This is an optimization exercise on Yosys and OpenROAD, whose aim is small area, a short achievable clock period and few clock cycles, not a production implementation. RTL that was checked went through simulation tests only; none was proved equivalent to the original.

Design sqrt_u32, start of the top module:
module sqrt_u32(
        input             clk,
        input             rst_n,
        input             vld_in,
        input      [31:0] x,
        output reg        vld_out,
        output     [15:0] y
    );
Size: about 410 cells after synthesis, about 66 flip-flops, about 3900 µm² of cells after synthesis.
==> flow/config.mk <==
export PLATFORM = sky130hd
export DESIGN_NAME = sqrt_u32
export DESIGN_NICKNAME = sqrt_u32
export VERILOG_FILES = /design/flow/design.v
export SDC_FILE = /design/flow/constraint.sdc
export NUM_CORES = 4
export LEC_CHECK = 0
export CAP_MARGIN = 20
export CORE_MARGIN = 2
export CORE_UTILIZATION = 40
export SLEW_MARGIN = 20
==> flow/constraint.sdc <==
create_clock -name core_clock -period 10.0 [get_ports {clk}]
set_input_delay 2.0000 -clock core_clock [delete_from_list [all_inputs] [get_ports {clk}]]
set_output_delay 2.0000 -clock core_clock [all_outputs]
set_load 0.01 [all_outputs]
standard.sh (not shown) runs the stock make flow with config.mk's settings and CLKGATE_MAP_FILE= SYNTH_SCRIPT=/design/flow/synth_recipe.tcl, a recipe that flattens the netlist after the stock synthesis.
==> flow/flow/run.sh <==
#!/bin/bash
set -euo pipefail
MARGIN=$(cat flow/margin.txt)
bash standard.sh \
  "SETUP_SLACK_MARGIN=$MARGIN" \
  "BUFFER_PORTS_ARGS=-buffer_cell sky130_fd_sc_hd__buf_1" \
  finish > standard.log 2>&1
==> flow/flow/margin.txt <==
7
==> next run, changes <==
==> flow/run.sh (new file) <==
#!/bin/bash
# synth_recipe.tcl (not shown) runs the flow's synth.tcl, then flattens the netlist and writes it again
# the make line also repeats each setting of config.mk as NAME=value (left out here)
make -C /OpenROAD-flow-scripts/flow DESIGN_CONFIG=/design/flow/config.mk WORK_HOME=/design/flow/orfs CLKGATE_MAP_FILE= SYNTH_SCRIPT=/design/flow/synth_recipe.tcl finish
- SETUP_SLACK_MARGIN: default -> 5
removed: flow/flow/run.sh
removed: flow/flow/margin.txt
removed: flow/standard.sh
- The changed run went through all stages and came out clean
- via count went down by a few percent
- worst hold slack hardly moves
- sequential share of layout area increases by 2.5 points
- cell area decreases by roughly a tenth
- wire length drops by roughly a tenth
No functional check of the RTL was part of any run of this note.

* * *

## job 5541
The RTL this note starts from:
==> flow/design.v <==
module sqrt_u32(
        input             clk,
        input             rst_n,
        input             vld_in,
        input      [31:0] x,
        output reg        vld_out,
        output     [15:0] y
    );
    reg          busy;
    reg [3:0]    c;                         
    reg [16:0]   r;                         
    reg [12:0]   xh;                        
    reg [15:0]   z;                         
    assign y = z;
    function [32:0] step(input [32:0] rq, input [1:0] xx);
        reg [18:0] a;
        reg [18:0] b;
        reg [18:0] d;
        reg        s;
        begin
            s = rq[32];
            a = {rq[32:16], xx};
            b = {{2{~s}}, rq[14:0] ^ {15{~s}}, 1'b1, s};
            d = a + b + {18'd0, ~s};
            step = {d[16:0], rq[14:0], ~d[18]};
        end
    endfunction
    function [19:0] first(input [5:0] top);
        begin
            case (top)
            6'd0: first = {17'h1ffff, 3'd0};
            6'd1: first = {17'h00000, 3'd1};
            6'd2: first = {17'h00001, 3'd1};
            6'd3: first = {17'h00002, 3'd1};
            6'd4: first = {17'h1fffb, 3'd2};
            6'd5: first = {17'h1fffc, 3'd2};
            6'd6: first = {17'h1fffd, 3'd2};
            6'd7: first = {17'h1fffe, 3'd2};
            6'd8: first = {17'h1ffff, 3'd2};
            6'd9: first = {17'h00000, 3'd3};
            6'd10: first = {17'h00001, 3'd3};
            6'd11: first = {17'h00002, 3'd3};
            6'd12: first = {17'h00003, 3'd3};
            6'd13: first = {17'h00004, 3'd3};
            6'd14: first = {17'h00005, 3'd3};
            6'd15: first = {17'h00006, 3'd3};
            6'd16: first = {17'h1fff7, 3'd4};
            6'd17: first = {17'h1fff8, 3'd4};
            6'd18: first = {17'h1fff9, 3'd4};
            6'd19: first = {17'h1fffa, 3'd4};
            6'd20: first = {17'h1fffb, 3'd4};
            6'd21: first = {17'h1fffc, 3'd4};
            6'd22: first = {17'h1fffd, 3'd4};
            6'd23: first = {17'h1fffe, 3'd4};
            6'd24: first = {17'h1ffff, 3'd4};
            6'd25: first = {17'h00000, 3'd5};
            6'd26: first = {17'h00001, 3'd5};
            6'd27: first = {17'h00002, 3'd5};
            6'd28: first = {17'h00003, 3'd5};
            6'd29: first = {17'h00004, 3'd5};
            6'd30: first = {17'h00005, 3'd5};
            6'd31: first = {17'h00006, 3'd5};
            6'd32: first = {17'h00007, 3'd5};
            6'd33: first = {17'h00008, 3'd5};
            6'd34: first = {17'h00009, 3'd5};
            6'd35: first = {17'h0000a, 3'd5};
            6'd36: first = {17'h1fff3, 3'd6};
            6'd37: first = {17'h1fff4, 3'd6};
            6'd38: first = {17'h1fff5, 3'd6};
            6'd39: first = {17'h1fff6, 3'd6};
            6'd40: first = {17'h1fff7, 3'd6};
            6'd41: first = {17'h1fff8, 3'd6};
            6'd42: first = {17'h1fff9, 3'd6};
            6'd43: first = {17'h1fffa, 3'd6};
            6'd44: first = {17'h1fffb, 3'd6};
            6'd45: first = {17'h1fffc, 3'd6};
            6'd46: first = {17'h1fffd, 3'd6};
            6'd47: first = {17'h1fffe, 3'd6};
            6'd48: first = {17'h1ffff, 3'd6};
            6'd49: first = {17'h00000, 3'd7};
            6'd50: first = {17'h00001, 3'd7};
            6'd51: first = {17'h00002, 3'd7};
            6'd52: first = {17'h00003, 3'd7};
            6'd53: first = {17'h00004, 3'd7};
            6'd54: first = {17'h00005, 3'd7};
            6'd55: first = {17'h00006, 3'd7};
            6'd56: first = {17'h00007, 3'd7};
            6'd57: first = {17'h00008, 3'd7};
            6'd58: first = {17'h00009, 3'd7};
            6'd59: first = {17'h0000a, 3'd7};
            6'd60: first = {17'h0000b, 3'd7};
            6'd61: first = {17'h0000c, 3'd7};
            6'd62: first = {17'h0000d, 3'd7};
            6'd63: first = {17'h0000e, 3'd7};
            default: first = 20'd0;
            endcase
        end
    endfunction
    wire [14:0] valid = {(c[3] & c[2]),
                     (c[3] & (c[2] | (c[1] & c[0]))),
                     (c[3] & (c[2] | c[1])),
                     (c[3] & (c[2] | (c[1] | c[0]))),
                     c[3],
                     (c[3] | (c[2] & (c[1] & c[0]))),
                     (c[3] | (c[2] & c[1])),
                     (c[3] | (c[2] & (c[1] | c[0]))),
                     (c[3] | c[2]),
                     (c[3] | (c[2] | (c[1] & c[0]))),
                     (c[3] | (c[2] | c[1])),
                     (c[3] | (c[2] | (c[1] | c[0]))),
                     1'b1,
                     1'b1,
                     1'b1};
    wire [19:0] ld = first(x[31:26]);
    reg [32:0] it;                          
    integer k;
    always @* begin
        it = {r, 1'b0, z[14:0] & valid};
        for (k = 0; k < 1; k = k + 1)
            it = step(it, {xh[12-k], z[15-k]});
    end
    always @(posedge clk or negedge rst_n) begin
        if (!rst_n) begin
            busy    <= 1'b0;
            vld_out <= 1'b0;
        end else begin
            vld_out <= busy && c == 4'd12;
            if (!busy)
                busy <= vld_in;
            else if (c == 4'd12)
                busy <= 1'b0;
        end
    end
    always @(posedge clk) begin
        if (!busy) begin
            r  <= ld[19:3];
            xh <= {x[25], x[23], x[21], x[19], x[17], x[15], x[13], x[11], x[9], x[7], x[5], x[3], x[1]};
            z  <= {x[24], x[22], x[20], x[18], x[16], x[14], x[12], x[10], x[8], x[6], x[4], x[2], x[0], ld[2:0]};
            c  <= 4'd0;
        end else begin
            r  <= it[32:16];
            xh <= xh << 1;
            z  <= {z[14:0], it[0:0]};
            c  <= c + 4'd1;
        end
    end
endmodule
clock: 10.0 ns
lec_check: 0
cap_margin: 20
core_margin: 2
core_utilization: 70
slew_margin: 20
==> flow/flow/run.sh <==
#!/bin/bash
set -euo pipefail
MARGIN=$(cat flow/margin.txt)
bash standard.sh \
  "SETUP_SLACK_MARGIN=$MARGIN" \
  "BUFFER_PORTS_ARGS=-buffer_cell sky130_fd_sc_hd__buf_1" \
  finish > standard.log 2>&1
==> flow/flow/margin.txt <==
7.0
Job 5541 completed end to end with timing, DRC and antenna clean.
Testbench counts of job 5541, summed over its fixed seeds: cycles 33,608.
Input-level comparison between job 487 and job 5541:
- changing CORE_UTILIZATION from 70 to 40
==> flow/flow/margin.txt <==
7.2
Results
Summary of job 487 over job 5541: biggest cell delay along the critical path increased 0.08 ns, number of cells on the worst reg-to-reg path now larger, clock input transition at the sequential cells of the worst setup and hold paths ~0 delta.
The inputs of job 1607 differ from those of job 487 as listed below.
==> flow/flow/margin.txt <==
7.0
- Per the final summary, job 1607 finished and its layout is clean on timing, DRC and antenna.
- The critical path class comes out in2reg in one run and reg2out in the other, namely in job 1607 and job 487 respectively.
- Summary of job 1607 over job 487: met2 capacity usage during global routing dropped 0.20 points, final cell count dropped 18, first-pass GRT wire length dropped 3.5%.
- Changes observed in job 1607 relative to job 487: via count shows a reduction of 51.
- On remaining max-slew budget at the tightest pin, job 487 loses to job 1607.
- Lower total number of nets in the final design goes to job 1607 over job 487.
Setup changes, job 1607 to job 2874
- ABC_AREA now 1, previously not set
- CORE_UTILIZATION now 55, was 40
Findings:
- Job 2874 has count of different cell masters after synthesis below what job 1607 had.
- Between job 1607 and job 2874, register fraction of the total cell area decreased.
- Compared to job 1607, the routing of job 2874 uses more wire.

==> separate check: timing with driven ports <==
How much do the figures lean on ideal ports? The routed layouts below were timed once more, with nothing changed but the port constraints. Step 1: set_driving_cell puts a clkbuf_16 on clk and a buf_2 on each other input, an assumption about the parent block. Step 2, shift: input delay + t, output delay - t, t = (earliest + latest rising clock arrival at the registers) / 2. This alone moves slack from input paths to output paths. a / b / c = ideal / step 1 / step 2; a / b = the first two.
| run | t, ns | setup WS [ns] | hold slack, ns |
|---|---|---|---|
| the first run of note 1 | 0.370 | 5.961 / 5.961 / 5.961 | 0.418 / 0.418 / 0.418 |
| the second run of note 1 | 0.379 | 5.437 / 5.437 / 5.437 | 0.418 / 0.418 / 0.418 |
| job 5541 | 0.324 | 7.072 / 7.072 / 6.755 | 0.457 / 0.457 / 0.457 |
| job 487 | 0.339 | 7.185 / 7.153 / 6.849 | 0.436 / 0.436 / 0.436 |
| job 1607 | 0.335 | 7.071 / 7.077 / 6.744 | 0.466 / 0.466 / 0.466 |
| job 2874 | 0.331 | 7.114 / 7.085 / 6.838 | 0.434 / 0.434 / 0.434 |
After both steps every run listed still meets setup and hold. The setup slack of job 487, which loses most, moves by -0.032 ns with the drivers and by -0.336 ns with both steps.
